This is an optimization exercise on Yosys and OpenROAD, whose aim is small area, a short achievable clock period and few clock cycles, not a production implementation. Function was checked by simulation only, so behaviour that the tests miss may differ from the original.

**flow/flow/run.sh**
```bash
#!/bin/bash
# The standard layout (standard.sh, unchanged synthesis and steps), with
# ORFS's timing repair asked to leave a setup margin below the 17 ns clock.
# The clock period and the constraints are the design's.
export SETUP_SLACK_MARGIN=12.0
bash standard.sh > standard_flow.log 2>&1
```
**flow/standard.sh**
```bash
#!/bin/bash
# synth_recipe.tcl (not shown) runs the flow's synth.tcl, then flattens the netlist and writes it again
# the make line also repeats each setting of config.mk as NAME=value (left out here)
make -C /OpenROAD-flow-scripts/flow DESIGN_CONFIG=/design/flow/config.mk WORK_HOME=/design/flow/orfs CLKGATE_MAP_FILE= SYNTH_SCRIPT=/design/flow/synth_recipe.tcl "${@:-finish}"
```
**flow/config.mk**
```make
export PLATFORM = sky130hd
export DESIGN_NAME = cpu
export DESIGN_NICKNAME = cpu
export VERILOG_FILES = /design/flow/design.v
export SDC_FILE = /design/flow/constraint.sdc
export NUM_CORES = 4
export LEC_CHECK = 0
export CAP_MARGIN = 60
export CELL_PAD_IN_SITES_DETAIL_PLACEMENT = 1
export CELL_PAD_IN_SITES_GLOBAL_PLACEMENT = 2
export CORE_MARGIN = 2
export CORE_UTILIZATION = 45
export PLACE_DENSITY = 0.6
export SLEW_MARGIN = 60
```
**flow/constraint.sdc**
```tcl
create_clock -name core_clock -period 17.0 [get_ports {clk}]
set_input_delay 3.4000 -clock core_clock [delete_from_list [all_inputs] [get_ports {clk}]]
set_output_delay 3.4000 -clock core_clock [all_outputs]
set_load 0.01 [all_outputs]
```
**flow/design.v**
```verilog
module cpu (clk, reset, mem_rdata, mem_addr, mem_wr, mem_wdata);
	input wire clk;
	input wire reset;
	input wire [31:0] mem_rdata;
	output wire [31:0] mem_addr;
	output wire mem_wr;
	output wire [31:0] mem_wdata;
	localparam K_LD = 2'd0, K_SBSH = 2'd1, K_INC = 2'd2, K_EXC = 2'd3;
	localparam S_IDLE = 2'd0, S_WAIT = 2'd1, S_INC = 2'd2, S_XQ = 2'd3;
	reg [31:0] fpc, hpc, maddr;
	reg ft1, ft2, fp1, fp2, fen;
	reg [3:0] fh1, fh2;    
	reg [2:0] qn;
	reg [31:0] q0, q1, q2, q3;
	reg qp0, qp1, qp2, qp3;
	reg btb_v;
	reg [31:0] btb_pc, btb_tgt;
	reg bus_d, dwr;
	reg [31:0] daddr, wdata;
	reg t1_v, t2_v, t3_v;
	reg [1:0] t1_k, t2_k, t3_k, t1_sz, t2_sz, t3_sz;
	reg [4:0] t1_wa, t2_wa, t3_wa;
	reg [31:0] epc;
	reg [1:0] xcode;
	reg ex_v;
	reg [1:0] es;
	reg [31:0] ex_a, ex_b;
	reg [31:0] x_pc;     
	reg [4:0] x_wa;
	reg [31:0] ex_y;     
	reg x_wr, x_ovf, x_sub;
	reg r_sum, r_and, r_slt, r_sh, r_hi, r_lo, r_a;
	reg x_shv, x_shl, x_sha;
	reg x_br, x_pred;
	reg [1:0] x_brk;
	reg x_ld, x_sw, x_sbsh, x_incdec, x_mult, x_div, x_unk;
	reg [1:0] x_sz;
	reg wb_v;
	reg [4:0] wb_wa;
	reg [31:0] wb_wd;
	assign mem_addr = maddr;
	assign mem_wr = dwr;
	assign mem_wdata = wdata;
	wire [31:0] rf_r1, rf_r2;
	wire [5:0] op = q0[31:26];
	wire [4:0] rs = q0[25:21];
	wire [4:0] rt = q0[20:16];
	wire [4:0] rd = q0[15:11];
	wire [5:0] fn = q0[5:0];
	wire [15:0] imm = q0[15:0];
	regfile rf (.clk(clk), .reset(reset), .we(wb_v), .wa(wb_wa), .wd(wb_wd),
		.ra1_n(q0_n[25:21]), .ra2_n(q0_n[20:16]), .rd1(rf_r1), .rd2(rf_r2));
	wire md_busy;
	wire md_start_mult, md_start_div;
	wire [31:0] hi, lo;
	mdu md (.clk(clk), .reset(reset), .start_mult(md_start_mult), .start_div(md_start_div),
		.a(ex_a), .b(ex_b), .busy(md_busy), .hi(hi), .lo(lo));
	wire dv = (qn != 3'd0);
	wire rtype = (op == 6'h00);
	wire d_add  = rtype & (fn == 6'h20);
	wire d_sub  = rtype & (fn == 6'h22);
	wire d_and  = rtype & (fn == 6'h24);
	wire d_sll  = rtype & (fn == 6'h00);
	wire d_srl  = rtype & (fn == 6'h02);
	wire d_sra  = rtype & (fn == 6'h03);
	wire d_sllv = rtype & (fn == 6'h04);
	wire d_srav = rtype & (fn == 6'h07);
	wire d_slt  = rtype & (fn == 6'h2a);
	wire d_mfhi = rtype & (fn == 6'h10);
	wire d_mflo = rtype & (fn == 6'h12);
	wire d_mult = rtype & (fn == 6'h18);
	wire d_div  = rtype & (fn == 6'h1a);
	wire d_jr   = rtype & (fn == 6'h08);
	wire d_rte  = rtype & (fn == 6'h13);
	wire d_brk  = rtype & (fn == 6'h0d);
	wire d_j    = (op == 6'h02);
	wire d_jal  = (op == 6'h03);
	wire d_beq  = (op == 6'h04);
	wire d_bne  = (op == 6'h05);
	wire d_ble  = (op == 6'h06);
	wire d_bgt  = (op == 6'h07);
	wire d_addi = (op == 6'h08);
	wire d_addiu= (op == 6'h09);
	wire d_slti = (op == 6'h0a);
	wire d_lui  = (op == 6'h0f);
	wire d_inc  = (op == 6'h10);
	wire d_dec  = (op == 6'h11);
	wire d_lb   = (op == 6'h20);
	wire d_lh   = (op == 6'h21);
	wire d_lw   = (op == 6'h23);
	wire d_sb   = (op == 6'h28);
	wire d_sh   = (op == 6'h29);
	wire d_sw   = (op == 6'h2b);
	wire d_br   = d_beq | d_bne | d_ble | d_bgt;
	wire d_ld   = d_lb | d_lh | d_lw;
	wire d_known = d_add | d_sub | d_and | d_sll | d_srl | d_sra | d_sllv | d_srav | d_slt |
		d_mfhi | d_mflo | d_mult | d_div | d_jr | d_rte | d_brk | d_j | d_jal | d_br |
		d_addi | d_addiu | d_slti | d_lui | d_inc | d_dec | d_ld | d_sb | d_sh | d_sw;
	wire d_rwr  = d_add | d_sub | d_and | d_sll | d_srl | d_sra | d_sllv | d_srav | d_slt |
		d_mfhi | d_mflo;
	wire d_iwr  = d_addi | d_addiu | d_slti | d_lui;
	wire ex_fw;
	wire [31:0] alu_res;
	wire [31:0] rs_val = (ex_fw && x_wa == rs) ? alu_res : (wb_v && wb_wa == rs) ? wb_wd : rf_r1;
	wire [31:0] rt_val = (ex_fw && x_wa == rt) ? alu_res : (wb_v && wb_wa == rt) ? wb_wd : rf_r2;
	wire ex_ldp = ex_v & (es == S_IDLE) & x_ld;
	function pend;
		input [4:0] r;
		pend = (ex_ldp && x_wa == r) || (t1_v && t1_k == K_LD && t1_wa == r) ||
			(t2_v && t2_k == K_LD && t2_wa == r) || (t3_v && t3_k == K_LD && t3_wa == r);
	endfunction
	wire d_haz = pend(rs) | pend(rt) | (d_rwr & pend(rd)) | (d_jal & pend(5'd31)) |
		(d_jr & ex_fw & (x_wa == rs));
	wire [31:0] hpc4 = hpc + 32'd4;
	wire [31:0] br_tgt = hpc4 + {{14{imm[15]}}, imm, 2'b00};
	wire d_pred = d_br & imm[15];
	wire d_redir = d_j | d_jal | d_jr | d_rte | d_brk | d_pred;
	wire [31:0] d_tgt = (d_j | d_jal) ? {hpc4[31:28], q0[25:0], 2'b00} :
		d_jr ? rs_val : d_rte ? epc : d_brk ? hpc : br_tgt;
	wire [31:0] d_newpc = d_redir ? d_tgt : hpc4;
	wire [31:0] yn = x_sub ? ~ex_y : ex_y;
	wire [32:0] sum1 = {ex_a, 1'b1} + {yn, x_sub};
	wire [31:0] sum = sum1[32:1];
	wire ovf = (ex_a[31] == yn[31]) & (sum[31] != ex_a[31]);
	wire lt = sum[31] ^ ovf;
	wire eq = (ex_a == ex_b);
	wire gt = ~lt & ~eq;
	reg bc_rdy, bc_gt;
	wire br_wait = x_br & x_brk[1] & ~bc_rdy;
	wire taken = (x_brk == 2'd0) ? eq : (x_brk == 2'd1) ? ~eq : (x_brk == 2'd2) ? ~bc_gt : bc_gt;
	wire [31:0] sh_val = x_shv ? ex_a : ex_b;
	wire [4:0] sh_amt = ex_y[4:0];    
	function [31:0] rev;
		input [31:0] x;
		integer k;
		for (k = 0; k < 32; k = k + 1) rev[k] = x[31 - k];
	endfunction
	wire [31:0] sh_in = x_shl ? rev(sh_val) : sh_val;
	wire [31:0] sh_r = $signed({x_sha & sh_in[31], sh_in}) >>> sh_amt;
	wire [31:0] sh_res = x_shl ? rev(sh_r) : sh_r;
	assign alu_res = ({32{r_sum}} & sum) | ({32{r_and}} & (ex_a & ex_b)) |
		({32{r_slt}} & {31'b0, lt}) | ({32{r_sh}} & sh_res) | ({32{r_hi}} & hi) |
		({32{r_lo}} & lo) | ({32{r_a}} & ex_a);
	wire idle = (es == S_IDLE);
	wire t3_ld = t3_v & (t3_k == K_LD);
	wire t3_sbsh = t3_v & (t3_k == K_SBSH);
	wire t3_inc = t3_v & (t3_k == K_INC);
	wire t3_exc = t3_v & (t3_k == K_EXC);
	wire sbsh_pend = (t1_v & (t1_k == K_SBSH)) | (t2_v & (t2_k == K_SBSH)) | t3_sbsh;
	wire md_op = x_mult | x_div | r_hi | r_lo;
	wire md_wait = md_op & md_busy;
	wire x_mem = x_ld | x_sw | x_sbsh | x_incdec;
	wire mem_wait = x_mem & sbsh_pend;
	wire ex_hold = x_wr & t3_ld;           
	reg xpend;      
	wire ex_go = ex_v & idle & ~md_wait & ~mem_wait & ~ex_hold & ~br_wait & ~xpend;
	assign ex_fw = ex_v & idle & x_wr & ~ex_hold;
	reg inc_ovf;    
	wire exc_det = (ex_go & (x_unk | (x_ovf & ovf) | (x_div & (ex_b == 32'd0)))) |
		(ex_v & (es == S_INC) & inc_ovf);
	wire exc_raise = xpend;
	wire exc_cand = (ex_go & (x_unk | x_ovf | x_div)) | (ex_v & (es == S_INC));
	reg [31:0] epc_c;
	wire mispred = ex_go & x_br & (taken != x_pred);
	wire ex_accept = ~ex_v | (ex_go & ~x_incdec) | (es == S_INC);
	assign md_start_mult = ex_go & x_mult;
	assign md_start_div = ex_go & x_div & (ex_b != 32'd0);
	wire [31:0] ld_data = (t3_sz == 2'd0) ? {24'b0, mem_rdata[7:0]} :
		(t3_sz == 2'd1) ? {16'b0, mem_rdata[15:0]} : mem_rdata;
	wire fire = dv & ex_accept & ~d_haz;      
	wire d_flush = fire & (qp0 ? ~(d_pred | d_j | d_jal) : d_redir);
	wire [2:0] qn_pop = qn - {2'b0, fire};
	wire [31:0] q0_n;
	wire [2:0] occ = qn + {2'b0, ft1} + {2'b0, ft2};
	wire issue = ~bus_d & fen & (occ <= 3'd3);
	wire btb_hit = btb_v & (fpc == btb_pc);
	assign q0_n = (ft2 && qn_pop == 3'd0) ? mem_rdata : fire ? q1 : q0;
	always @(posedge clk) begin
		q0 <= q0_n;
		q1 <= (ft2 && qn_pop == 3'd1) ? mem_rdata : fire ? q2 : q1;
		q2 <= (ft2 && qn_pop == 3'd2) ? mem_rdata : fire ? q3 : q2;
		q3 <= (ft2 && qn_pop == 3'd3) ? mem_rdata : q3;
		qp0 <= (ft2 && qn_pop == 3'd0) ? (fp2 | early_j) : fire ? qp1 : qp0;
		qp1 <= (ft2 && qn_pop == 3'd1) ? (fp2 | early_j) : fire ? qp2 : qp1;
		qp2 <= (ft2 && qn_pop == 3'd2) ? (fp2 | early_j) : fire ? qp3 : qp2;
		qp3 <= (ft2 && qn_pop == 3'd3) ? (fp2 | early_j) : qp3;
	end
	wire early_j = ft2 & ~fp2 & (mem_rdata[31:27] == 5'b00001);
	wire [31:0] fpc4 = fpc + 32'd4;
	reg [31:0] fpc_n;
	reg flush_q;
	always @(*) begin
		fpc_n = fpc;
		flush_q = 1'b1;
		if (t3_exc) fpc_n = {24'b0, mem_rdata[7:0]};
		else if (mispred) fpc_n = x_pc;
		else if (d_flush) fpc_n = d_newpc;
		else if (early_j) fpc_n = {fh2, mem_rdata[25:0], 2'b00};
		else if (issue) fpc_n = btb_hit ? btb_tgt : fpc4;
		if (!t3_exc && !mispred && !exc_raise && !d_flush) flush_q = 1'b0;
	end
	always @(posedge clk or posedge reset) begin
		if (reset) begin
			fpc <= 32'd0;
			hpc <= 32'd0;
			ft1 <= 1'b0;
			ft2 <= 1'b0;
			fp1 <= 1'b0;
			fp2 <= 1'b0;
			fh1 <= 4'd0;
			fh2 <= 4'd0;
			fen <= 1'b1;
			qn <= 3'd0;
			btb_v <= 1'b0;
			btb_pc <= 32'd0;
			btb_tgt <= 32'd0;
		end else begin
			fpc <= fpc_n;
			fp1 <= issue & btb_hit;
			fp2 <= fp1;
			fh1 <= fpc4[31:28];
			fh2 <= fh1;
			if (flush_q) begin
				ft1 <= 1'b0;
				ft2 <= 1'b0;
				qn <= 3'd0;
			end else begin
				ft1 <= issue & ~early_j;
				ft2 <= ft1 & ~early_j;
				qn <= qn_pop + {2'b0, ft2};
			end
			if (t3_exc) fen <= 1'b1;
			else if (exc_raise) fen <= 1'b0;
			if (t3_exc) hpc <= {24'b0, mem_rdata[7:0]};
			else if (mispred) hpc <= x_pc;
			else if (fire) hpc <= d_newpc;
			if (fire && !qp0 && d_pred) begin
				btb_v <= 1'b1;
				btb_pc <= hpc;
				btb_tgt <= br_tgt;
			end
		end
	end
	always @(posedge clk) begin
		if (ex_accept) begin
			ex_a <= d_jal ? hpc4 : d_lui ? {imm, 16'b0} : (d_inc | d_dec) ? {6'b0, q0[25:0]} : rs_val;
			ex_b <= rt_val;
			ex_y <= (d_inc | d_dec) ? 32'd1 :
				(d_addi | d_addiu | d_slti | d_ld | d_sb | d_sh | d_sw) ? {{16{imm[15]}}, imm} :
				(d_sll | d_srl | d_sra) ? {27'b0, q0[10:6]} : rt_val;
			x_pc <= ~d_br ? hpc : d_pred ? hpc4 : br_tgt;
			x_wa <= d_jal ? 5'd31 : rtype ? rd : rt;
			x_wr <= d_rwr | d_iwr | d_jal;
			x_ovf <= d_add | d_sub | d_addi;
			x_sub <= d_sub | d_slt | d_slti | d_br | d_dec;
			r_sum <= d_add | d_sub | d_addi | d_addiu;
			r_and <= d_and;
			r_slt <= d_slt | d_slti;
			r_sh <= d_sll | d_srl | d_sra | d_sllv | d_srav;
			r_hi <= d_mfhi;
			r_lo <= d_mflo;
			r_a <= d_jal | d_lui;
			x_shv <= d_sllv | d_srav;
			x_shl <= d_sll | d_sllv;
			x_sha <= d_sra | d_srav;
			x_br <= d_br;
			x_pred <= d_pred;
			x_brk <= d_beq ? 2'd0 : d_bne ? 2'd1 : d_ble ? 2'd2 : 2'd3;
			x_ld <= d_ld;
			x_sz <= (d_lb | d_sb) ? 2'd0 : (d_lh | d_sh) ? 2'd1 : 2'd2;
			x_sw <= d_sw;
			x_sbsh <= d_sb | d_sh;
			x_incdec <= d_inc | d_dec;
			x_mult <= d_mult;
			x_div <= d_div;
			x_unk <= ~d_known;
		end else if (t3_inc) begin
			ex_a <= mem_rdata;
		end
		if (t3_inc)
			inc_ovf <= (mem_rdata == (x_sub ? 32'h80000000 : 32'h7fffffff));
	end
	always @(posedge clk) bc_gt <= gt;
	always @(posedge clk or posedge reset) begin
		if (reset) bc_rdy <= 1'b0;
		else bc_rdy <= ex_v & idle & br_wait;
	end
	always @(posedge clk or posedge reset) begin
		if (reset) begin
			wb_v <= 1'b0;
		end else begin
			wb_v <= t3_ld | (ex_go & x_wr & ~(x_ovf & ovf));
		end
	end
	always @(posedge clk) begin
		wb_wa <= t3_ld ? t3_wa : x_wa;
		wb_wd <= t3_ld ? ld_data : alu_res;
	end
	wire sched_xq = (es == S_XQ) & ~sbsh_pend;
	wire sched_mem = ex_go & x_mem;
	reg [1:0] es_n;
	reg ex_v_n, bus_d_n, dwr_n, t1_n;
	reg [31:0] daddr_n;
	always @(*) begin
		es_n = es;
		ex_v_n = ex_v;
		bus_d_n = 1'b0;
		dwr_n = 1'b0;
		t1_n = 1'b0;
		daddr_n = daddr;
		if (t3_sbsh) begin
			bus_d_n = 1'b1;
			dwr_n = 1'b1;
		end
		if (sched_mem) begin
			bus_d_n = 1'b1;
			dwr_n = x_sw;
			t1_n = ~x_sw;
			daddr_n = x_incdec ? ex_a : sum;    
		end
		if (sched_xq) begin
			bus_d_n = 1'b1;
			t1_n = 1'b1;
			daddr_n = {30'b0, xcode} + 32'd252;
		end
		if (es == S_INC && !inc_ovf) begin
			bus_d_n = 1'b1;
			dwr_n = 1'b1;
		end
		if (exc_raise) begin
			ex_v_n = 1'b1;
			es_n = S_XQ;
		end else begin
			case (es)
			S_IDLE: if (sched_mem && x_incdec) es_n = S_WAIT;
			S_XQ: if (sched_xq) es_n = S_WAIT;
			S_WAIT: begin
				if (t3_inc) es_n = S_INC;
				if (t3_exc) begin
					es_n = S_IDLE;
					ex_v_n = 1'b0;
				end
			end
			default: es_n = S_IDLE;
			endcase
			if (ex_accept)
				ex_v_n = fire & ~mispred;
		end
	end
	always @(posedge clk or posedge reset) begin
		if (reset) begin
			ex_v <= 1'b0;
			es <= S_IDLE;
			bus_d <= 1'b0;
			dwr <= 1'b0;
			maddr <= 32'd0;
			epc <= 32'd0;
			epc_c <= 32'd0;
			xcode <= 2'd0;
			xpend <= 1'b0;
			t1_v <= 1'b0;
			t2_v <= 1'b0;
			t3_v <= 1'b0;
		end else begin
			ex_v <= ex_v_n;
			es <= es_n;
			bus_d <= bus_d_n;
			dwr <= dwr_n;
			maddr <= bus_d_n ? daddr_n : fpc_n;
			t1_v <= t1_n;
			t2_v <= t1_v;
			t3_v <= t2_v;
			xpend <= exc_det;
			if (exc_cand) begin
				epc_c <= x_pc;
				xcode <= (idle & x_unk) ? 2'd1 : (idle & x_div) ? 2'd3 : 2'd2;
			end
			if (exc_raise)
				epc <= epc_c;
		end
	end
	always @(posedge clk) begin
		daddr <= daddr_n;
		t2_k <= t1_k; t2_wa <= t1_wa; t2_sz <= t1_sz;
		t3_k <= t2_k; t3_wa <= t2_wa; t3_sz <= t2_sz;
		if (sched_xq) begin
			t1_k <= K_EXC;
		end else if (sched_mem) begin
			t1_k <= x_ld ? K_LD : x_sbsh ? K_SBSH : K_INC;
			t1_wa <= x_wa;
			t1_sz <= x_sz;
		end
		if (t3_sbsh)
			wdata <= (t3_sz == 2'd0) ? {mem_rdata[31:8], wdata[7:0]} : {mem_rdata[31:16], wdata[15:0]};
		else if (sched_mem)
			wdata <= ex_b;
		else if (es == S_INC)
			wdata <= sum;
	end
endmodule
module regfile (clk, reset, we, wa, wd, ra1_n, ra2_n, rd1, rd2);
	input wire clk, reset, we;
	input wire [4:0] wa, ra1_n, ra2_n;
	input wire [31:0] wd;
	output reg [31:0] rd1, rd2;
	reg [31:0] r [0:31];
	reg [31:0] v;
	reg [31:0] s1, s2;
	reg i1, i2;
	integer i;
	wire [31:0] wsel = we ? (32'd1 << wa) : 32'd0;
	wire [31:0] v_n = v | wsel;
	always @(posedge clk)
		if (we) r[wa] <= wd;
	always @(posedge clk or posedge reset)
		if (reset) v <= 32'b0;
		else v <= v_n;
	always @(posedge clk) begin
		s1 <= (32'd1 << ra1_n) & v_n;
		s2 <= (32'd1 << ra2_n) & v_n;
		i1 <= (ra1_n == 5'd29) & ~v_n[29];
		i2 <= (ra2_n == 5'd29) & ~v_n[29];
	end
	always @(*) begin
		rd1 = i1 ? 32'd227 : 32'd0;
		rd2 = i2 ? 32'd227 : 32'd0;
		for (i = 0; i < 32; i = i + 1) begin
			rd1 = rd1 | ({32{s1[i]}} & r[i]);
			rd2 = rd2 | ({32{s2[i]}} & r[i]);
		end
	end
endmodule
module mdu (clk, reset, start_mult, start_div, a, b, busy, hi, lo);
	input wire clk, reset, start_mult, start_div;
	input wire [31:0] a, b;
	output reg busy;
	output reg [31:0] hi, lo;
	reg p_mul, p_nega, p_negb, p_div, p_corr, p_fixq, p_fixr;
	reg [5:0] cnt;
	reg [4:0] ext;
	reg [32:0] m;
	reg prev, sq, sr;
	wire [2:0] dg0 = {lo[1:0], prev};
	wire [2:0] dg1 = lo[3:1];
	wire z0 = (dg0 == 3'b000) | (dg0 == 3'b111);
	wire w0 = (dg0 == 3'b011) | (dg0 == 3'b100);
	wire n0 = dg0[2] & ~z0;
	wire z1 = (dg1 == 3'b000) | (dg1 == 3'b111);
	wire w1 = (dg1 == 3'b011) | (dg1 == 3'b100);
	wire n1 = dg1[2] & ~z1;
	wire [36:0] mm0 = z0 ? 37'd0 : w0 ? {{3{m[32]}}, m, 1'b0} : {{4{m[32]}}, m};
	wire [36:0] mm1 = z1 ? 37'd0 : w1 ? {{1{m[32]}}, m, 3'b0} : {{2{m[32]}}, m, 2'b0};
	wire [36:0] pp0 = n0 ? ~mm0 : mm0;
	wire [36:0] pp1 = n1 ? ~mm1 : mm1;
	wire [36:0] msum = {ext, hi} + pp0 + pp1 + {35'd0, n0 & n1, n0 ^ n1};
	wire rneg = ext[1];
	wire [31:0] nx = p_negb ? m[31:0] : p_fixr ? hi : lo;
	wire [33:0] dx = p_div ? {ext[0], hi, lo[31]} : p_corr ? {ext[1:0], hi} : 34'd0;
	wire [33:0] dy = (p_div | p_corr) ? {2'b0, m[31:0]} : {2'b0, nx};
	wire dsub = p_div ? ~rneg : ~p_corr;
	wire [34:0] ds1 = {dx, 1'b1} + {dsub ? ~dy : dy, dsub};
	wire [33:0] ds = ds1[34:1];
	wire skip = ({ext[1:0], hi} == 34'd0) & (lo[31:28] == 4'd0) & (cnt >= 6'd4);
	always @(posedge clk or posedge reset) begin
		if (reset) begin
			busy <= 1'b0;
			hi <= 32'd0;
			lo <= 32'd0;
			p_mul <= 1'b0;
			p_nega <= 1'b0;
			p_negb <= 1'b0;
			p_div <= 1'b0;
			p_corr <= 1'b0;
			p_fixq <= 1'b0;
			p_fixr <= 1'b0;
			cnt <= 6'd0;
			ext <= 5'd0;
			prev <= 1'b0;
			sq <= 1'b0;
			sr <= 1'b0;
		end else if (start_mult) begin
			busy <= 1'b1;
			p_mul <= 1'b1;
			cnt <= 6'd7;
			hi <= 32'd0;
			ext <= 5'd0;
			lo <= b;
			prev <= 1'b0;
		end else if (start_div) begin
			busy <= 1'b1;
			p_nega <= a[31];
			p_negb <= ~a[31] & b[31];
			p_div <= ~a[31] & ~b[31];
			cnt <= 6'd32;
			hi <= 32'd0;
			ext <= 5'd0;
			lo <= a;
			sq <= a[31] ^ b[31];
			sr <= a[31];
		end else begin
			if (p_mul) begin
				{ext, hi} <= {{4{msum[36]}}, msum[36:4]};
				lo <= {msum[3:0], lo[31:4]};
				prev <= lo[3];
				cnt <= cnt - 6'd1;
				if (cnt == 6'd0) begin
					busy <= 1'b0;
					p_mul <= 1'b0;
				end
			end
			if (p_nega) begin
				lo <= ds[31:0];
				p_nega <= 1'b0;
				p_negb <= m[31];
				p_div <= ~m[31];
			end
			if (p_negb) begin
				p_negb <= 1'b0;
				p_div <= 1'b1;
			end
			if (p_div) begin
				if (skip) begin
					lo <= {lo[27:0], 4'b0};
					cnt <= cnt - 6'd4;
				end else begin
					{ext[1:0], hi} <= ds;
					lo <= {lo[30:0], ~ds[33]};
					cnt <= cnt - 6'd1;
				end
				if (cnt == 6'd1 || (skip && cnt == 6'd4)) begin
					p_div <= 1'b0;
					if (!skip && ds[33]) begin
						p_corr <= 1'b1;
					end else begin
						p_fixq <= sq;
						p_fixr <= ~sq & sr;
						if (!sq && !sr) busy <= 1'b0;
					end
				end
			end
			if (p_corr) begin
				if (rneg) {ext[1:0], hi} <= ds;
				p_corr <= 1'b0;
				p_fixq <= sq;
				p_fixr <= ~sq & sr;
				if (!sq && !sr) busy <= 1'b0;
			end
			if (p_fixq) begin
				lo <= ds[31:0];
				p_fixq <= 1'b0;
				p_fixr <= sr;
				if (!sr) busy <= 1'b0;
			end
			if (p_fixr) begin
				hi <= ds[31:0];
				p_fixr <= 1'b0;
				busy <= 1'b0;
			end
		end
	end
	always @(posedge clk) begin
		if (start_mult) m <= {a[31] & (a[30:0] != 31'd0), a};
		else if (start_div) m <= {1'b0, b};
		else if (p_negb) m[31:0] <= ds[31:0];
	end
endmodule
```
==> results.json, run 1 <==
{
  "clock_path_buffers": 3,
  "slew_violations": 0,
  "synth_top_family_by_area": "compound AO/OA/AOI/OAI gates",
  "root_buffer": "clkbuf_16",
  "synthAdderAreaFrac_pct": 3.40,
  "dp_hpwl_um": 380000,
  "initial_utilization_pct": 45.1,
  "area_growth_pct": 18.6,
  "die_area_sq_um": 231000,
  "cts.clk_slew.worst_paths_ns": 0.06,
  "utilization_pct": 53.5,
  "synth-simple-area-share_pct": 11.4,
  "route.vias.total": 97100,
  "final_common_cell": "edfxtp_1",
  "grt_use_total_pct": 48.3,
  "die_w_um": 481,
  "synth_compound_area_share_pct": 20.7,
  "cp.required_ns": 17.60,
  "arrival_ns": 5.71,
  "fmax_mhz": 196,
  "ys_ff_latch": 1912,
  "cts_made_buffers": 208,
  "place_inst": 12300,
  "top_regs": "rf.r: 1024 flops, md.m: 33 flops",
  "clk_latency_ns": 0.93,
  "dr.pass1.iters": 7,
  "ys_seq_area_share_pct": 52.7,
  "avgSynthCellArea_sq_um": 10.9,
  "core-area_sq_um": 227000,
  "yosysUniqueCellTypes": 101,
  "largest_reg_flops": 1024,
  "fin_crit_ns": 5.11,
  "grt_pass1_wl_um": 778000,
  "die_h_um": 481,
  "first_iter_violations": 17600,
  "wl_per_cell_um": 44.8,
  "syn-cell-area_sq_um": 102000,
  "synthMuxAreaShare_pct": 5.05,
  "maxCapViolCount": 0,
  "synth-xor-area-share_pct": 3.35,
  "row_count": 175,
  "fin_crit_sh_pct": 30.1,
  "syn_nets": 9707,
  "cp_max_fo": 9,
  "path_class": "flip-flop to flip-flop",
  "drive_gt1_share_pct": 20.2,
  "nNetsFinal": 9910,
  "worst_slew_pin_slew_ns": 0.746,
  "multiInputGateArea_sq_um": 48500,
  "synthCells": 9418,
  "place_congestion": 1.02,
  "rsz0062_at_grt": "yes",
  "gr-total-overflow": 0,
  "tns_ns": 0,
  "status": "timing/DRC/antenna clean",
  "postRouteAntennaNets": 0,
  "synth_async_sr_flop_share_pct": 19.2,
  "cts_tree": "built",
  "final_cells": 12800,
  "seq_area_sq_um": 54200,
  "clkSinkCount": 1912,
  "first_global_vias": 93300,
  "setup_violations": 0,
  "final_cell_mix": "edfxtp_1, a22oi_1, nand2_1, nor2_1, a21oi_1",
  "hold_violations": 0,
  "post-route-drc-count": 0,
  "ios": 99,
  "synth_edf_count": 1378,
  "htree_levels": 4,
  "port_buffers": 98,
  "slowest_delay_ns": 0.58,
  "viasPerCell": 7.57,
  "cp_slowest_cell": "a21o_1",
  "critPathLaunchType": "flip-flop",
  "antenna_found_initial": 44,
  "endpoint_kind": "flip-flop",
  "holdBufCountCts": 0,
  "yosys_warnings": 3,
  "synth_flop_cell": "edfxtp_1",
  "grt_max_degree": 83,
  "fillers": 23400,
  "routed_wirelength_um": 575000,
  "worst_hold_path_type": "flip-flop to flip-flop",
  "slew-limit-headroom_pct": 50.3,
  "path_cells": "buf_12 -> buf_12 -> buf_8 -> xor2_1 -> ha_2 -> nand4_1 -> buf_4 -> nor3_1 -> nor3_4 -> a21oi_1 -> mux2i_1 -> nor2_1 -> a21o_1 -> mux2_2 -> nand2_1 -> a21oi_1",
  "finalClockSkew_ns": 0.0936,
  "regMostFlops": "rf.r"
}
worst max-delay path, delay by kind of cell, from the launching register on:
family	cells	cell delay [ns]
adders and majority gates	1	0.48
and+or+nand+nor	5	1.22
buffers and inverters	4	0.70
muxes	2	0.49
xor gates and xnor gates	1	0.18
DFF	1	0.43
AOI/OAI and AO/OA	3	1.30
what timing repair did:
item	CTS	global route
setup endpoints to repair	541	197
pin swaps	55	66
cloned	18	2
gates resized for setup	299	165
buffers inserted	75	47
area by class of cell:
class	instances	share of cell area [%]
flip-flops and latches	1912	44.7
multi-input cells	6614	39.9
repair buffers	757	5.94
clock buffers	274	4.65
well taps	3009	3.10
clock inverters	119	1.23
inverters	126	0.417
diodes	25	0.0516
repair inverters	2	0.0144
final timing paths:
kind | start | endpoint | slack (ns) | depth (start not counted)
setup / recovery | x_sub | ex_y[26] | 11.89 | 16
hold / removal | t2_sz[0] | t3_sz[0] | 0.33 | 0
setup reg to reg | x_sub | ex_y[26] | 11.89 | 16
hold reg to reg | t2_sz[0] | t3_sz[0] | 0.33 | 0
max in group asynchronous | reset | rf.v[27] | 12.26 | 6
min in group asynchronous | reset | md.ext[3] | 2.74 | 2
synthesized netlist by cell type, types with 18 or more instances:
master / instances / share of area [%]
edfxtp_1: 1378 / 40
a22oi_1: 864 / 6.3
nand2_1: 807 / 3.0
nor2_1: 653 / 2.4
clkbuf_1: 623 / 2.3
a21oi_1: 549 / 2.7
o21ai_0: 424 / 2.1
dfrtp_1: 367 / 9.0
nand3_1: 259 / 1.3
ha_1: 216 / 2.6
xor2_1: 208 / 1.8
a22o_1: 198 / 1.7
a221oi_1: 188 / 1.6
mux2_2: 184 / 2.0
xnor2_1: 181 / 1.5
nand4_1: 179 / 1.1
nor3_1: 172 / 0.84
dfxtp_1: 166 / 3.2
mux2i_1: 134 / 1.3
nor4_1: 128 / 0.78
inv_1: 114 / 0.42
o211ai_1: 104 / 0.76
a31oi_1: 98 / 0.60
o22ai_1: 98 / 0.60
a21o_1: 89 / 0.65
buf_1: 87 / 0.32
a211oi_1: 81 / 0.59
mux4_2: 74 / 1.6
and3_1: 62 / 0.38
o21ai_1: 45 / 0.22
o221ai_1: 45 / 0.39
nand2b_1: 41 / 0.25
fa_1: 39 / 0.76
o21a_1: 33 / 0.24
clkbuf_2: 29 / 0.14
a222oi_1: 28 / 0.27
and2_1: 27 / 0.17
or3_1: 27 / 0.17
or2_2: 24 / 0.15
buf_2: 23 / 0.11
nor2b_1: 23 / 0.14
o31ai_1: 22 / 0.16
a221o_1: 21 / 0.21
o21bai_1: 18 / 0.13
routing by layer:
| metal | GRT usage (%) | routed length [um] |
|---|---|---|
| met5 | 0.0414 | 239 |
| met4 | 32.3 | 48500 |
| met3 | 16.7 | 80800 |
| met2 | 69.0 | 238000 |
| met1 | 61.8 | 207000 |
logic make-up (layout without fill, tap and decap cells):
group,count (synthesis),in the layout
compound gates,3064,3064
xor+xnor,390,390
fa+ha+maj,255,255
buf+inv,898,1278
flops,1912,1912
mux,399,399
other cells,0,25
simple gates,2500,2506
per-stage QoR:
stage / hold WS, ns / worst slack, ns / cell area [sq um]
final: 0.329 / 11.89 / 121000
after global routing: 0.341 / 11.93 / 121000
after CTS: 0.326 / 12.00 / 119000
after detailed placement: 0.313 / 10.60 / 111000
after global placement: 0.312 / 9.96 / 108000
after floorplan: 0.310 / 8.66 / 103000
Testbench counts, summed over its fixed seeds: cycles 75,289.
==> run 2, diff against run 1 <==
--- a/flow/design.v
+++ b/flow/design.v
@@ -101,16 +101,20 @@
 	wire d_iwr  = d_addi | d_addiu | d_slti | d_lui;
 	wire ex_fw;
 	wire [31:0] alu_res;
-	wire [31:0] rs_val = (ex_fw && x_wa == rs) ? alu_res : (wb_v && wb_wa == rs) ? wb_wd : rf_r1;
-	wire [31:0] rt_val = (ex_fw && x_wa == rt) ? alu_res : (wb_v && wb_wa == rt) ? wb_wd : rf_r2;
+	wire [31:0] ld_data;
+	wire t3_ld;
+	wire [31:0] rs_val = (ex_fw && x_wa == rs) ? alu_res : (t3_ld && t3_wa == rs) ? ld_data :
+		(wb_v && wb_wa == rs) ? wb_wd : rf_r1;
+	wire [31:0] rt_val = (ex_fw && x_wa == rt) ? alu_res : (t3_ld && t3_wa == rt) ? ld_data :
+		(wb_v && wb_wa == rt) ? wb_wd : rf_r2;
 	wire ex_ldp = ex_v & (es == S_IDLE) & x_ld;
 	function pend;
 		input [4:0] r;
 		pend = (ex_ldp && x_wa == r) || (t1_v && t1_k == K_LD && t1_wa == r) ||
-			(t2_v && t2_k == K_LD && t2_wa == r) || (t3_v && t3_k == K_LD && t3_wa == r);
+			(t2_v && t2_k == K_LD && t2_wa == r);
 	endfunction
 	wire d_haz = pend(rs) | pend(rt) | (d_rwr & pend(rd)) | (d_jal & pend(5'd31)) |
-		(d_jr & ex_fw & (x_wa == rs));
+		(d_jr & ex_fw & (x_wa == rs)) | (d_jr & t3_ld & (t3_wa == rs));
 	wire [31:0] hpc4 = hpc + 32'd4;
 	wire [31:0] br_tgt = hpc4 + {{14{imm[15]}}, imm, 2'b00};
 	wire d_pred = d_br & imm[15];
@@ -142,7 +146,7 @@
 		({32{r_slt}} & {31'b0, lt}) | ({32{r_sh}} & sh_res) | ({32{r_hi}} & hi) |
 		({32{r_lo}} & lo) | ({32{r_a}} & ex_a);
 	wire idle = (es == S_IDLE);
-	wire t3_ld = t3_v & (t3_k == K_LD);
+	assign t3_ld = t3_v & (t3_k == K_LD);
 	wire t3_sbsh = t3_v & (t3_k == K_SBSH);
 	wire t3_inc = t3_v & (t3_k == K_INC);
 	wire t3_exc = t3_v & (t3_k == K_EXC);
@@ -165,7 +169,7 @@
 	wire ex_accept = ~ex_v | (ex_go & ~x_incdec) | (es == S_INC);
 	assign md_start_mult = ex_go & x_mult;
 	assign md_start_div = ex_go & x_div & (ex_b != 32'd0);
-	wire [31:0] ld_data = (t3_sz == 2'd0) ? {24'b0, mem_rdata[7:0]} :
+	assign ld_data = (t3_sz == 2'd0) ? {24'b0, mem_rdata[7:0]} :
 		(t3_sz == 2'd1) ? {16'b0, mem_rdata[15:0]} : mem_rdata;
 	wire fire = dv & ex_accept & ~d_haz;      
 	wire d_flush = fire & (qp0 ? ~(d_pred | d_j | d_jal) : d_redir);
==> run 2 against run 1 <==
Effect of this change:
- design area increased by 0.40%
- global-route usage decreased by 1.7 points
- die area increased by 0.55%
- via count decreased by 1.6%
- highest routed layer unchanged
- clock-buffer cell count decreased by 3
- still clean on timing, DRC and antenna
- non-clock buffer count decreased by 20
- final cell count increased by 0.10%
- utilization increased by 0.060 points
- wire length decreased by 2.8%
- clock skew increased by 0.0067 ns
==> results.json, run 2 <==
{
  "first_global_vias": 92400,
  "slew_violations": 0,
  "ios": 99,
  "root_buffer": "clkbuf_16",
  "tns_ns": 0,
  "synth_flop_cell": "edfxtp_1",
  "post-route-drc-count": 0,
  "grt_max_degree": 99,
  "initial_utilization_pct": 45.3,
  "hold_violations": 0,
  "htree_levels": 4,
  "routed_wirelength_um": 559000,
  "slew-limit-headroom_pct": 52.0,
  "ys_seq_area_share_pct": 52.4,
  "fillers": 23500,
  "grt_use_total_pct": 46.6,
  "dp_hpwl_um": 364000,
  "area_growth_pct": 18.4,
  "clock_path_buffers": 3,
  "maxCapViolCount": 0,
  "utilization_pct": 53.6,
  "setup_violations": 0,
  "fmax_mhz": 192,
  "largest_reg_flops": 1024,
  "met2_usage_pct": 67.6,
  "synth_edf_count": 1378,
  "place_congestion": 1.00,
  "fin_crit_sh_pct": 30.7,
  "drive_gt1_share_pct": 19.5,
  "viasPerCell": 7.43,
  "row_count": 175,
  "die_h_um": 482,
  "gr-total-overflow": 0,
  "fin_ws_ns": 11.78,
  "yosysUniqueCellTypes": 102,
  "clk_latency_ns": 0.94,
  "cts_made_buffers": 207,
  "synth_area_leaders": "edfxtp_1, dfrtp_1, a22oi_1",
  "grt.busiest_layer": "met2",
  "nNetsFinal": 9938,
  "core-area_sq_um": 227000,
  "die_area_sq_um": 232000,
  "synth.most_common_cell": "edfxtp_1",
  "endpoint_kind": "flip-flop",
  "top_regs": "rf.r: 1024 flops, md.m: 33 flops",
  "port_buffers": 98,
  "first_iter_violations": 15700,
  "rsz0062_at_grt": "yes",
  "synthCells": 9458,
  "synth_common_cells": "edfxtp_1, a22oi_1, nand2_1",
  "worst_slew_pin_slew_ns": 0.721,
  "fin_crit_ns": 5.22,
  "final_common_cell": "edfxtp_1",
  "syn_nets": 9747,
  "ys_ff_latch": 1912,
  "status": "timing/DRC/antenna clean",
  "synth_top_area_share_pct": 40.2,
  "synth_async_sr_flop_share_pct": 19.2,
  "holdBufCountCts": 0,
  "wl_per_cell_um": 43.5,
  "final_cell_mix": "edfxtp_1, a22oi_1, nand2_1, nor2_1, a21oi_1",
  "antenna_found_initial": 27,
  "finalClockSkew_ns": 0.100,
  "cts.clk_slew.worst_paths_ns": 0.07,
  "avgSynthCellArea_sq_um": 10.9,
  "use_met1_pct": 60.1,
  "place_ws_ns": 10.47,
  "die_w_um": 482,
  "clkSinkCount": 1912,
  "cts_tree": "built",
  "cp.required_ns": 17.73,
  "grt_pass1_wl_um": 759000,
  "arrival_ns": 5.95,
  "gr-usage-met3_pct": 14.1,
  "path_class": "flip-flop to flip-flop",
  "yosysTopAreaCell": "edfxtp_1",
  "dr.pass1.iters": 9,
  "postRouteAntennaNets": 0,
  "worst_hold_path_type": "flip-flop to flip-flop",
  "yosys_warnings": 3,
  "route.vias.total": 95500,
  "regMostFlops": "rf.r",
  "cp_max_fo": 6,
  "critPathLaunchType": "flip-flop",
  "syn-cell-area_sq_um": 103000
}
run 2: final timing paths:
check                         start        end  slack (ns)  cells after the start
setup / recovery              x_sub   maddr[0]       11.78                     21
hold / removal             t2_sz[0]   t3_sz[0]        0.33                      0
setup reg to reg              x_sub   maddr[0]       11.78                     21
hold reg to reg            t2_sz[0]   t3_sz[0]        0.33                      0
max in group asynchronous     reset    hpc[20]       12.18                      9
min in group asynchronous     reset  md.cnt[3]        2.95                      3
run 2: area by class of cell:
cell class / count / area [sq um] / share of cell area (%)
timing repair buffer: 737 / 7220 / 5.93
timing repair inverter: 1 / 8.76 / 0.00719
multi-input combinational: 6633 / 48800 / 40.1
tap: 3009 / 3760 / 3.09
antenna: 12 / 30.0 / 0.0247
clock buffer: 271 / 5750 / 4.72
sequential: 1912 / 54200 / 44.5
clock inverter: 119 / 1390 / 1.14
inverter: 157 / 621 / 0.510
run 2: logic make-up after synthesis:
family          synth area share (%)
mux                             5.37
fa+ha+maj                       3.39
flops                           52.4
xor+xnor                        3.20
compound gates                  21.2
buf+inv                         3.42
simple gates                    11.0
run 2: layer usage:
| layer | vias to the layer above | share of wire, % |
|---|---|---|
| li1 | 37200 | - |
| met1 | 48200 | 37 |
| met2 | 7830 | 42 |
| met3 | 2254 | 13 |
| met4 | 22 | 8.2 |
| met5 | - | 0.045 |
run 2: what timing repair did:
| action | in CTS | in global routing |
|---|---|---|
| setup buffers | 65 | 67 |
| setup endpoints to repair | 592 | 265 |
| pin swaps | 43 | 72 |
| gates cloned | 9 | 9 |
| resized for setup | 269 | 191 |
run 2: through the flow:
step | hold WS (ns) | instances | area (sq um)
4_1_cts | 0.336 | 12700 | 120000
6_report | 0.332 | 12900 | 122000
3_5_place_dp | 0.322 | 12300 | 111000
2_1_floorplan | 0.310 | 9458 | 103000
5_1_grt | 0.353 | 12800 | 122000
3_3_place_gp | 0.315 | 12100 | 108000
run 2: worst max-delay path, cell delays in order, from the launching register on:
cell and delay, ns:
edfxtp_1 0.39, buf_8 0.17, buf_12 0.16, xor2_1 0.17
ha_1 0.33, o21a_1 0.19, o21ai_2 0.09, nand3b_1 0.19
nand3_2 0.12, o211a_4 0.27, o21ai_4 0.18, a41oi_4 0.13
o21bai_1 0.19, a21oi_2 0.09, fa_2 0.45, a222oi_1 0.56
o211a_2 0.44, nand3_4 0.12, a31oi_4 0.27, a221oi_2 0.10
a21o_1 0.18, mux2_2 0.26
Testbench counts of run 2, summed over its fixed seeds: cycles 75,027.
==> run 3, diff against run 2 <==
--- a/flow/config.mk
+++ b/flow/config.mk
@@ -5,10 +5,10 @@
 export SDC_FILE = /design/flow/constraint.sdc
 export NUM_CORES = 4
 export LEC_CHECK = 0
-export CAP_MARGIN = 60
+export CAP_MARGIN = 20
 export CELL_PAD_IN_SITES_DETAIL_PLACEMENT = 1
 export CELL_PAD_IN_SITES_GLOBAL_PLACEMENT = 2
 export CORE_MARGIN = 2
 export CORE_UTILIZATION = 45
 export PLACE_DENSITY = 0.6
-export SLEW_MARGIN = 60
+export SLEW_MARGIN = 20
==> run 3 against run 2 <==
Effect of this change:
- still clean
- die area is the same
- design area shrank 2.4%
- wire length shrank 0.21%
- worst hold slack gained 0.0074 ns
- fmax shrank 1.3%
- setup slack lost 0.068 ns
- final cell count shrank 0.93%
==> results.json, run 3 <==
{
  "utilization_pct": 52.3,
  "largest_reg_flops": 1024,
  "syn-cell-area_sq_um": 103000,
  "critPathLaunch": "x_sub",
  "die_area_sq_um": 232000,
  "regMostFlops": "rf.r",
  "wl_per_cell_um": 43.8,
  "synth_top_area_share_pct": 40.2,
  "path_class": "flip-flop to flip-flop",
  "yosys_warnings": 3,
  "fin_ws_ns": 11.71,
  "worst_slew_pin_slew_ns": 1.33,
  "die_w_um": 482,
  "nNetsFinal": 9800,
  "die_h_um": 482,
  "fmax_mhz": 189,
  "antenna_found_initial": 34,
  "endpoint_kind": "flip-flop",
  "grt_use_total_pct": 46.6,
  "placed_area_sq_um": 108000,
  "yosysTopAreaCell": "edfxtp_1",
  "synth_common_cells": "edfxtp_1, a22oi_1, nand2_1",
  "place_congestion": 1.00,
  "final_cell_mix": "edfxtp_1, a22oi_1, nand2_1, nor2_1, a21oi_1",
  "yosysUniqueCellTypes": 102,
  "gr-total-overflow": 0,
  "dr.pass1.iters": 9,
  "worst_hold_path_type": "flip-flop to flip-flop",
  "clkSinkCount": 1912,
  "post-route-drc-count": 0,
  "ios": 99,
  "setup_violations": 0,
  "cp_max_fo": 6,
  "synthAdderAreaFrac_pct": 3.39,
  "finalClockSkew_ns": 0.107,
  "place_inst": 12200,
  "htree_levels": 4,
  "clock_path_buffers": 3,
  "synth-simple-area-share_pct": 11.0,
  "syn_nets": 9747,
  "synth_area_leaders": "edfxtp_1, dfrtp_1, a22oi_1",
  "row_count": 175,
  "drive_gt1_share_pct": 16.7,
  "top_regs": "rf.r: 1024 flops, md.m: 33 flops",
  "clk_latency_ns": 0.94,
  "r2r_start": "x_sub",
  "final_cell_area_sq_um": 119000,
  "maxCapViolCount": 0,
  "arrival_ns": 6.01,
  "cts.clk_slew.worst_paths_ns": 0.06,
  "synth.most_common_cell": "edfxtp_1",
  "slew-limit-headroom_pct": 11.4,
  "cts_tree": "built",
  "fin_crit_ns": 5.29,
  "cts_made_buffers": 209,
  "ys_ff_latch": 1912,
  "synthCells": 9458,
  "tns_ns": 0,
  "grt_pass1_wl_um": 759000,
  "core-area_sq_um": 227000,
  "place_ws_ns": 9.81,
  "hold_violations": 0,
  "critPathLaunchType": "flip-flop",
  "slew_violations": 0,
  "routed_wirelength_um": 558000,
  "status": "timing/DRC/antenna clean",
  "synth_compound_area_share_pct": 21.2,
  "first_iter_violations": 15500,
  "grt_max_degree": 99,
  "dp_hpwl_um": 355000,
  "postRouteAntennaNets": 0,
  "synthMuxAreaShare_pct": 5.37,
  "final_common_cell": "edfxtp_1",
  "cp.required_ns": 17.72,
  "ys_seq_area_share_pct": 52.4,
  "viasPerCell": 7.47,
  "synth_flop_cell": "edfxtp_1",
  "route.vias.total": 95100,
  "initial_utilization_pct": 45.3,
  "hp-start": "t2_sz[1]",
  "port_buffers": 98,
  "synth-xor-area-share_pct": 3.20,
  "root_buffer": "clkbuf_16",
  "first_global_vias": 92100,
  "synth_edf_count": 1378,
  "fin_crit_sh_pct": 31.1,
  "final_cells": 12700,
  "synth_top_family_by_area": "compound AO/OA/AOI/OAI gates",
  "avgSynthCellArea_sq_um": 10.9,
  "synth_async_sr_flop_share_pct": 19.2,
  "area_growth_pct": 15.5,
  "rsz0062_at_grt": "yes"
}
run 3: cell counts after synthesis:
Identical to the previous run, type by type.
run 3: cells by family after synthesis:
kind of cell	Yosys count
fa+ha+maj	255
compound gates	3147
mux	450
flops	1912
buf+inv	915
simple gates	2403
xor+xnor	376
run 3: metal layers:
metal  global-route usage, %  share of wire, %  vias to the layer above
li1                        -                 -                    37000
met1                    59.9                37                    48000
met2                    67.9                42                     7812
met3                    14.6                13                     2289
met4                    30.3               8.0                       34
met5                       0             0.041                        -
run 3: cell type report:
type	instances	area, sq um
clock inverters	128	1590
inverters	157	617
repair inverters	1	8.76
clock buffers	269	5690
diodes	26	65.1
well taps	3009	3760
fillers	23600	108000
multi-input cells	6636	47700
repair buffers	594	5320
flip-flops and latches	1912	54100
run 3: stage by stage:
stage          hold WS, ns
2_1_floorplan        0.310
3_3_place_gp         0.315
3_5_place_dp         0.324
4_1_cts              0.336
5_1_grt              0.343
6_report             0.340
run 3: worst paths after layout:
check / end / slack [ns] / cells after the start
setup / recovery: maddr[0] / 11.71 / 21
hold / removal: t3_sz[1] / 0.34 / 0
setup reg to reg: maddr[0] / 11.71 / 21
max in group asynchronous: maddr[25] / 12.20 / 6
min in group asynchronous: md.cnt[1] / 3.01 / 3
hold reg to reg: t3_sz[1] / 0.34 / 0
run 3: timing repair:
action,in CTS,in global routing
gates cloned,13,7
pin swaps,41,88
endpoints found under the setup margin,894,375
hold buffers,0,0
endpoints found under the hold margin,0,0
setup buffers,61,77
resized for setup,330,192
run 3: critical path, stage by stage (launching register included):
cell	delay, ns
edfxtp_1	0.40
buf_8	0.18
buf_12	0.16
xor2_2	0.20
ha_4	0.31
o21a_1	0.12
o211ai_1	0.18
inv_1	0.15
nand3_2	0.10
o211a_4	0.27
o21ai_4	0.16
a41oi_2	0.16
o21bai_1	0.21
a21oi_2	0.09
fa_2	0.45
a222oi_1	0.54
o211a_2	0.43
nand3_4	0.12
a31oi_4	0.29
a221oi_2	0.10
a21o_1	0.22
mux2_4	0.28
==> run 4, diff against run 3 <==
--- a/flow/design.v
+++ b/flow/design.v
@@ -11,8 +11,8 @@
 	reg ft1, ft2, fp1, fp2, fen;
 	reg [3:0] fh1, fh2;    
 	reg [2:0] qn;
-	reg [31:0] q0, q1, q2, q3;
-	reg qp0, qp1, qp2, qp3;
+	reg [31:0] q0, q1, q2;
+	reg qp0, qp1, qp2;
 	reg btb_v;
 	reg [31:0] btb_pc, btb_tgt;
 	reg bus_d, dwr;
@@ -176,18 +176,16 @@
 	wire [2:0] qn_pop = qn - {2'b0, fire};
 	wire [31:0] q0_n;
 	wire [2:0] occ = qn + {2'b0, ft1} + {2'b0, ft2};
-	wire issue = ~bus_d & fen & (occ <= 3'd3);
+	wire issue = ~bus_d & fen & ((occ <= 3'd2) | (fire & (occ == 3'd3)));
 	wire btb_hit = btb_v & (fpc == btb_pc);
 	assign q0_n = (ft2 && qn_pop == 3'd0) ? mem_rdata : fire ? q1 : q0;
 	always @(posedge clk) begin
 		q0 <= q0_n;
 		q1 <= (ft2 && qn_pop == 3'd1) ? mem_rdata : fire ? q2 : q1;
-		q2 <= (ft2 && qn_pop == 3'd2) ? mem_rdata : fire ? q3 : q2;
-		q3 <= (ft2 && qn_pop == 3'd3) ? mem_rdata : q3;
+		q2 <= (ft2 && qn_pop == 3'd2) ? mem_rdata : q2;
 		qp0 <= (ft2 && qn_pop == 3'd0) ? (fp2 | early_j) : fire ? qp1 : qp0;
 		qp1 <= (ft2 && qn_pop == 3'd1) ? (fp2 | early_j) : fire ? qp2 : qp1;
-		qp2 <= (ft2 && qn_pop == 3'd2) ? (fp2 | early_j) : fire ? qp3 : qp2;
-		qp3 <= (ft2 && qn_pop == 3'd3) ? (fp2 | early_j) : qp3;
+		qp2 <= (ft2 && qn_pop == 3'd2) ? (fp2 | early_j) : qp2;
 	end
 	wire early_j = ft2 & ~fp2 & (mem_rdata[31:27] == 5'b00001);
 	wire [31:0] fpc4 = fpc + 32'd4;
@@ -444,14 +442,12 @@
 	reg [4:0] ext;
 	reg [32:0] m;
 	reg prev, sq, sr;
-	wire [2:0] dg0 = {lo[1:0], prev};
-	wire [2:0] dg1 = lo[3:1];
-	wire z0 = (dg0 == 3'b000) | (dg0 == 3'b111);
-	wire w0 = (dg0 == 3'b011) | (dg0 == 3'b100);
-	wire n0 = dg0[2] & ~z0;
-	wire z1 = (dg1 == 3'b000) | (dg1 == 3'b111);
-	wire w1 = (dg1 == 3'b011) | (dg1 == 3'b100);
-	wire n1 = dg1[2] & ~z1;
+	function [2:0] booth;
+		input [2:0] d;
+		booth = {(d == 3'b000) | (d == 3'b111), (d == 3'b011) | (d == 3'b100),
+			d[2] & ~((d == 3'b000) | (d == 3'b111))};
+	endfunction
+	reg z0, w0, n0, z1, w1, n1;
 	wire [36:0] mm0 = z0 ? 37'd0 : w0 ? {{3{m[32]}}, m, 1'b0} : {{4{m[32]}}, m};
 	wire [36:0] mm1 = z1 ? 37'd0 : w1 ? {{1{m[32]}}, m, 3'b0} : {{2{m[32]}}, m, 2'b0};
 	wire [36:0] pp0 = n0 ? ~mm0 : mm0;
@@ -563,6 +559,15 @@
 		end
 	end
 	always @(posedge clk) begin
+		if (start_mult) begin
+			{z0, w0, n0} <= booth({b[1:0], 1'b0});
+			{z1, w1, n1} <= booth(b[3:1]);
+		end else begin
+			{z0, w0, n0} <= booth(lo[5:3]);
+			{z1, w1, n1} <= booth(lo[7:5]);
+		end
+	end
+	always @(posedge clk) begin
 		if (start_mult) m <= {a[31] & (a[30:0] != 31'd0), a};
 		else if (start_div) m <= {1'b0, b};
 		else if (p_negb) m[31:0] <= ds[31:0];
--- a/flow/config.mk
+++ b/flow/config.mk
@@ -5,10 +5,10 @@
 export SDC_FILE = /design/flow/constraint.sdc
 export NUM_CORES = 4
 export LEC_CHECK = 0
-export CAP_MARGIN = 20
+export CAP_MARGIN = 60
 export CELL_PAD_IN_SITES_DETAIL_PLACEMENT = 1
 export CELL_PAD_IN_SITES_GLOBAL_PLACEMENT = 2
 export CORE_MARGIN = 2
 export CORE_UTILIZATION = 45
 export PLACE_DENSITY = 0.6
-export SLEW_MARGIN = 20
+export SLEW_MARGIN = 60
==> run 4 against run 3 <==
Effect of this change:
- synthesized cell count rose by 0.33%
- first-iteration DRC count grew 11%
- setup slack better by 0.14 ns
- via count rose by 1.9%
- critical endpoint is now maddr[27]
==> results.json, run 4 <==
{
  "status": "timing/DRC/antenna clean",
  "yosysTopAreaCell": "edfxtp_1",
  "grt_pass1_wl_um": 770000,
  "final_cell_mix": "edfxtp_1, nand2_1, a22oi_1, nor2_1, a21oi_1",
  "hold_end": "t3_sz[1]",
  "first_global_vias": 93000,
  "viasPerCell": 7.54,
  "antenna_found_initial": 48,
  "grt_use_total_pct": 47.9,
  "slowest_delay_ns": 0.55,
  "cp.required_ns": 17.82,
  "dp_hpwl_um": 375000,
  "die_area_sq_um": 230000,
  "slew-limit-headroom_pct": 51.1,
  "cpLargestDelayFamily": "simple AND/OR/NAND/NOR gates",
  "ios": 99,
  "nNetsFinal": 9929,
  "clk_latency_ns": 0.93,
  "endpoint_kind": "flip-flop",
  "port_buffers": 98,
  "crit_top_cell": "nand2_1",
  "clock_path_buffers": 3,
  "setup_violations": 0,
  "rsz0062_at_grt": "yes",
  "top_regs": "rf.r: 1024 flops, md.m: 33 flops",
  "die_w_um": 480,
  "fin_crit_sh_pct": 30.3,
  "path_cells": "nor2_1 -> nand3b_1 -> buf_6 -> inv_4 -> nand2_1 -> inv_2 -> or2_2 -> nor3_4 -> o21ai_1 -> and3_1 -> buf_4 -> nand2_1 -> a211oi_2 -> a221o_1 -> o2bb2ai_1",
  "path_class": "flip-flop to flip-flop",
  "use_met1_pct": 60.3,
  "cp_max_fo": 45,
  "clkSinkCount": 1884,
  "maxCapViolCount": 0,
  "synth_area_leaders": "edfxtp_1, dfrtp_1, a22oi_1",
  "yosysUniqueCellTypes": 101,
  "fmax_mhz": 194,
  "row_count": 174,
  "tns_ns": 0,
  "hold_violations": 0,
  "grt.busiest_layer": "met2",
  "root_buffer": "clkbuf_16",
  "r2r_end": "maddr[27]",
  "fin_crit_ns": 5.15,
  "core-area_sq_um": 225000,
  "first_iter_violations": 17100,
  "grt_max_degree": 68,
  "finalClockSkew_ns": 0.0920,
  "cp_slowest_cell": "edfxtp_1",
  "synth_top_area_share_pct": 39.7,
  "place_congestion": 1.01,
  "hp-start": "t2_sz[1]",
  "dr.pass1.iters": 8,
  "slew_violations": 0,
  "postRouteAntennaNets": 0,
  "ys_seq_area_share_pct": 52.1,
  "cts.clk_slew.worst_paths_ns": 0.06,
  "min_path_cells": 0,
  "ff2ff_path_depth": 15,
  "wl_per_cell_um": 44.3,
  "ys_ff_latch": 1884,
  "final_common_cell": "edfxtp_1",
  "avgSynthCellArea_sq_um": 10.7,
  "area_growth_pct": 17.4,
  "largest_reg_flops": 1024,
  "critPathLaunchType": "flip-flop",
  "die_h_um": 480,
  "cts_made_buffers": 204,
  "syn-cell-area_sq_um": 102000,
  "synth_edf_count": 1345,
  "r2r_slack_ns": 11.85,
  "htree_levels": 4,
  "routed_wirelength_um": 570000,
  "route.vias.total": 97000,
  "syn_nets": 9778,
  "critPathBufInv": 4,
  "critPathLaunch": "q0[30]",
  "met2_usage_pct": 68.7,
  "cts_tree": "built",
  "yosys_warnings": 3,
  "holdBufCountCts": 0,
  "drive_gt1_share_pct": 18.0,
  "synth_common_cells": "edfxtp_1, nand2_1, a22oi_1",
  "r2r_start": "q0[30]",
  "initial_utilization_pct": 45.3,
  "synth_flop_cell": "edfxtp_1",
  "post-route-drc-count": 0,
  "worst_slew_pin_slew_ns": 0.733,
  "arrival_ns": 5.97,
  "synthCells": 9489,
  "synth.most_common_cell": "edfxtp_1",
  "fillers": 23400,
  "synth_async_sr_flop_share_pct": 19.5,
  "gr-total-overflow": 0,
  "worst_hold_path_type": "flip-flop to flip-flop",
  "gr-usage-met3_pct": 16.8,
  "regMostFlops": "rf.r"
}
==> run 4: cell count changes after synthesis, sizes merged, moves of 33 or more <==
cell,previous run,this run
a22o,215,248
nand2,697,857
nor2,654,695
a22oi,873,735
o22ai,38,111
mux2i,172,208
a221oi,195,233
mux2,218,162
edfxtp,1378,1345
o21ai,494,441
a21oi,560,520
==> run 4: per-layer routing <==
layer,vias up,share of wire [%]
met4,42,8.7
met3,2573,14
met1,48400,36
li1,37300,-
met5,-,0.085
met2,8664,41
==> run 4: kinds of logic (layout without fill, tap and decap cells) <==
| family | Yosys count | count (layout) | synth area share (%) |
|---|---|---|---|
| buffers and inverters | 877 | 1205 | 3.31 |
| other | 0 | 41 | 0 |
| AND/OR/NAND/NOR | 2619 | 2619 | 11.9 |
| XOR/XNOR | 386 | 386 | 3.32 |
| AO/OA/AOI/OAI | 3047 | 3047 | 21.0 |
| flip-flops | 1884 | 1884 | 52.1 |
| adder cells (fa/ha/maj) | 255 | 255 | 3.42 |
| multiplexers | 421 | 422 | 4.97 |
==> run 4: per-stage QoR <==
| step | instance area (sq um) | worst slack, ns | util (%) | hold WS, ns | instances |
|---|---|---|---|---|---|
| 2_1_floorplan | 102000 | 8.68 | - | 0.310 | 9489 |
| 3_3_place_gp | 107000 | 9.95 | 47.6 | 0.314 | 12200 |
| 3_5_place_dp | 110000 | 10.41 | 48.8 | 0.316 | 12300 |
| 4_1_cts | 117000 | 12.00 | 52.2 | 0.329 | 12700 |
| 5_1_grt | 119000 | 11.88 | 53.1 | 0.340 | 12800 |
| 6_report | 120000 | 11.85 | 53.1 | 0.330 | 12900 |
==> run 4: final cells by class <==
| class | count | area [sq um] | share of cell area (%) |
|---|---|---|---|
| antenna | 41 | 103 | 0.0858 |
| timing repair buffer | 688 | 6690 | 5.59 |
| tap | 2992 | 3740 | 3.13 |
| clock inverter | 118 | 1230 | 1.03 |
| inverter | 132 | 528 | 0.442 |
| clock buffer | 266 | 5480 | 4.58 |
| sequential | 1884 | 53300 | 44.6 |
| multi-input combinational | 6729 | 48400 | 40.5 |
| timing repair inverter | 1 | 8.76 | 0.00733 |
==> run 4: how the worst max path moves through the flow <==
stage | end | slack [ns] | cells after the start
CTS | maddr[30] | 12.00 | 18
detailed placement | fen | 10.41 | 9
floorplan | bc_rdy | 8.68 | 1
global route | maddr[30] | 11.88 | 18
global placement | rf.v[0] | 9.95 | 6
finish | maddr[27] | 11.85 | 15
==> run 4: repair_timing <==
item,CTS,global route
gates cloned,3,10
gates resized for setup,289,152
pin swaps,20,54
setup endpoints to repair,593,222
buffers inserted,42,51
==> run 4: worst register-to-register path: cells and delay by family, from the launching register on <==
family                 cells  cell delay [ns]
AND/OR/NAND/NOR            7             2.00
AO/OA/AOI/OAI              4             1.32
buffers and inverters      4             1.23
flip-flops                 1             0.55
Testbench counts of run 4, summed over its fixed seeds: cycles 75,195.
==> run 5, diff against run 4 <==
==> flow/flow/run.sh (replaced) <==
#!/bin/bash
# The standard layout (standard.sh, unchanged synthesis and steps), with
# ORFS's timing repair asked to leave a setup margin below the 17 ns clock
# and the port buffers made with buf_4 cells.  Every port still gets its
# buffer; the clock period and the constraints are the design's.
export SETUP_SLACK_MARGIN=12.3
export BUFFER_PORTS_ARGS="-buffer_cell sky130_fd_sc_hd__buf_4"
bash standard.sh > standard_flow.log 2>&1
==> run 5 against run 4 <==
Effect of this change:
- fmax is 4.0% higher
- global-route usage is 0.056 points lower
- non-clock buffer count is 85 higher
- synthesized cell count stayed put
- register-to-register slack better by 0.24 ns
- critical path depth is 5 lower
- first-iteration DRC count hardly changed
- flip-flop and latch count stayed put
- die area stayed put
- critical endpoint is now maddr[8]
==> results.json, run 5 <==
{
  "avgSynthCellArea_sq_um": 10.7,
  "rsz0062_at_grt": "yes",
  "grt_max_degree": 75,
  "critPathLaunchType": "primary input",
  "die_area_sq_um": 230000,
  "first_iter_violations": 17100,
  "fin_ws_ns": 12.05,
  "row_count": 174,
  "synth_common_cells": "edfxtp_1, nand2_1, a22oi_1",
  "holdBufCountCts": 0,
  "fin_crit_sh_pct": 29.1,
  "place_ws_ns": 10.70,
  "initial_utilization_pct": 45.3,
  "yosysUniqueCellTypes": 101,
  "htree_levels": 4,
  "nNetsFinal": 10000,
  "clock_path_buffers": 3,
  "synth.most_common_cell": "edfxtp_1",
  "root_buffer": "clkbuf_16",
  "cts_made_buffers": 205,
  "ys_seq_area_share_pct": 52.1,
  "slowest_delay_ns": 0.60,
  "timing.hold.ws_ns": 0.328,
  "synth_area_leaders": "edfxtp_1, dfrtp_1, a22oi_1",
  "area_growth_pct": 19.9,
  "path_cells": "buf_12 -> or3_4 -> or4b_4 -> buf_12 -> buf_16 -> buf_4 -> o211ai_1 -> a211oi_2 -> a21oi_2 -> nand3_1",
  "gr-usage-met3_pct": 17.8,
  "endpoint_kind": "flip-flop",
  "hold_violations": 0,
  "slew_violations": 0,
  "yosysTopAreaCell": "edfxtp_1",
  "postRouteAntennaNets": 0,
  "wl_per_cell_um": 44.1,
  "worst_hold_path_type": "flip-flop to flip-flop",
  "clk_latency_ns": 0.93,
  "dp_hpwl_um": 374000,
  "status": "timing/DRC/antenna clean",
  "grt.busiest_layer": "met2",
  "fmax_mhz": 202,
  "met2_usage_pct": 68.2,
  "ys_ff_latch": 1884,
  "route.vias.total": 97100,
  "synth_edf_count": 1345,
  "post-route-drc-count": 0,
  "port_buffers": 98,
  "worst_slew_pin_slew_ns": 0.700,
  "cp_max_fo": 5
}
-- run 5: cell count changes in the layout (fill, tap and decap cells not counted), sizes merged --
cell and change:
clkbuf -3, dlygate4sd2 -37, mux4 -1, clkinvlp -1, clkdlybuf4s18 -2, clkinv -3
clkdlybuf4s15 -15, bufbuf +5, buf +164, dlymetal6s2s +1, bufinv +6, clkdlybuf4s50 -26
diode -15
-- run 5: logic make-up after synthesis --
logic type | share of synthesized area, %
compound gates | 21.0
simple gates | 11.9
flops | 52.1
buf+inv | 3.31
mux | 4.97
xor+xnor | 3.32
fa+ha+maj | 3.42
-- run 5: cell type report --
class	instances	area, sq um
Tap cell	2992	3740
Sequential cell	1884	53300
Multi-Input combinational cell	6728	49500
Fill cell	23100	103000
Timing Repair Buffer	773	7720
Clock buffer	268	5580
Inverter	132	542
Antenna cell	26	65.1
Timing Repair inverter	2	17.5
Clock inverter	119	1490
-- run 5: path summary, 6_finish.rpt --
| kind | from | endpoint | slack, ns | depth (start not counted) |
|---|---|---|---|---|
| worst max-delay path | mem_rdata[28] | maddr[8] | 12.05 | 10 |
| worst min-delay path | t2_sz[1] | t3_sz[1] | 0.33 | 0 |
| worst max register to register | x_sub | fpc[31] | 12.09 | 22 |
| worst min register to register | t2_sz[1] | t3_sz[1] | 0.33 | 0 |
| max in group asynchronous | reset | t2_v | 12.48 | 8 |
| min in group asynchronous | reset | rf.v[29] | 2.60 | 2 |
-- run 5: what timing repair did --
action / in CTS / in global routing
setup endpoints to repair: 520 / 364
gates cloned: 14 / 7
pin swaps: 75 / 125
gates resized for setup: 372 / 236
buffers inserted: 93 / 96
-- run 5: stage by stage --
step	utilization [%]	cell area, sq um
2_1_floorplan	-	102000
3_3_place_gp	47.3	106000
3_5_place_dp	48.6	109000
4_1_cts	53.0	119000
5_1_grt	54.2	122000
6_report	54.2	122000
-- run 5: routing by layer --
layer  vias to the layer above  share of wire [%]  wire length, um
li1                      37400                  -                -
met1                     48600                 36           204000
met2                      8434                 41           235000
met3                      2585                 14            81600
met4                        28                8.5            48600
met5                         -              0.080              458

separate check: timing with driven ports:
Ports are ideal in the flow. The routed layouts listed here were re-timed in OpenROAD.
Step 1: set_driving_cell puts a clkbuf_16 on clk and a buf_2 on each other input, an assumption about the parent block.
Step 2 also shifts input and output timing later by t, the mid clock arrival at the registers, as if the neighbouring blocks saw the same clock.
Three values: ideal, step 1, step 2; two values: the first two.
run | shift t [ns] | setup slack, ns | latest minus earliest clock arrival (ns) | worst register clock-pin slew, ns | pins driven straight from the clock port
run 1 | 0.991 | 11.887 / 11.887 / 11.109 | 0.097 / 0.096 | 0.07 / 0.07 | 1
run 2 | 0.996 | 11.782 / 11.782 / 10.968 | 0.110 / 0.110 | 0.07 / 0.07 | 1
run 3 | 0.990 | 11.714 / 11.714 / 10.846 | 0.114 / 0.113 | 0.07 / 0.07 | 1
run 4 | 1.000 | 11.851 / 11.851 / 11.036 | 0.093 / 0.093 | 0.08 / 0.08 | 1
run 5 | 0.984 | 12.048 / 11.985 / 11.109 | 0.113 / 0.113 | 0.08 / 0.08 | 1
After both steps every run listed still meets setup and hold. The setup slack of run 5, which loses most, moves by -0.063 ns with the drivers and by -0.939 ns with both steps.
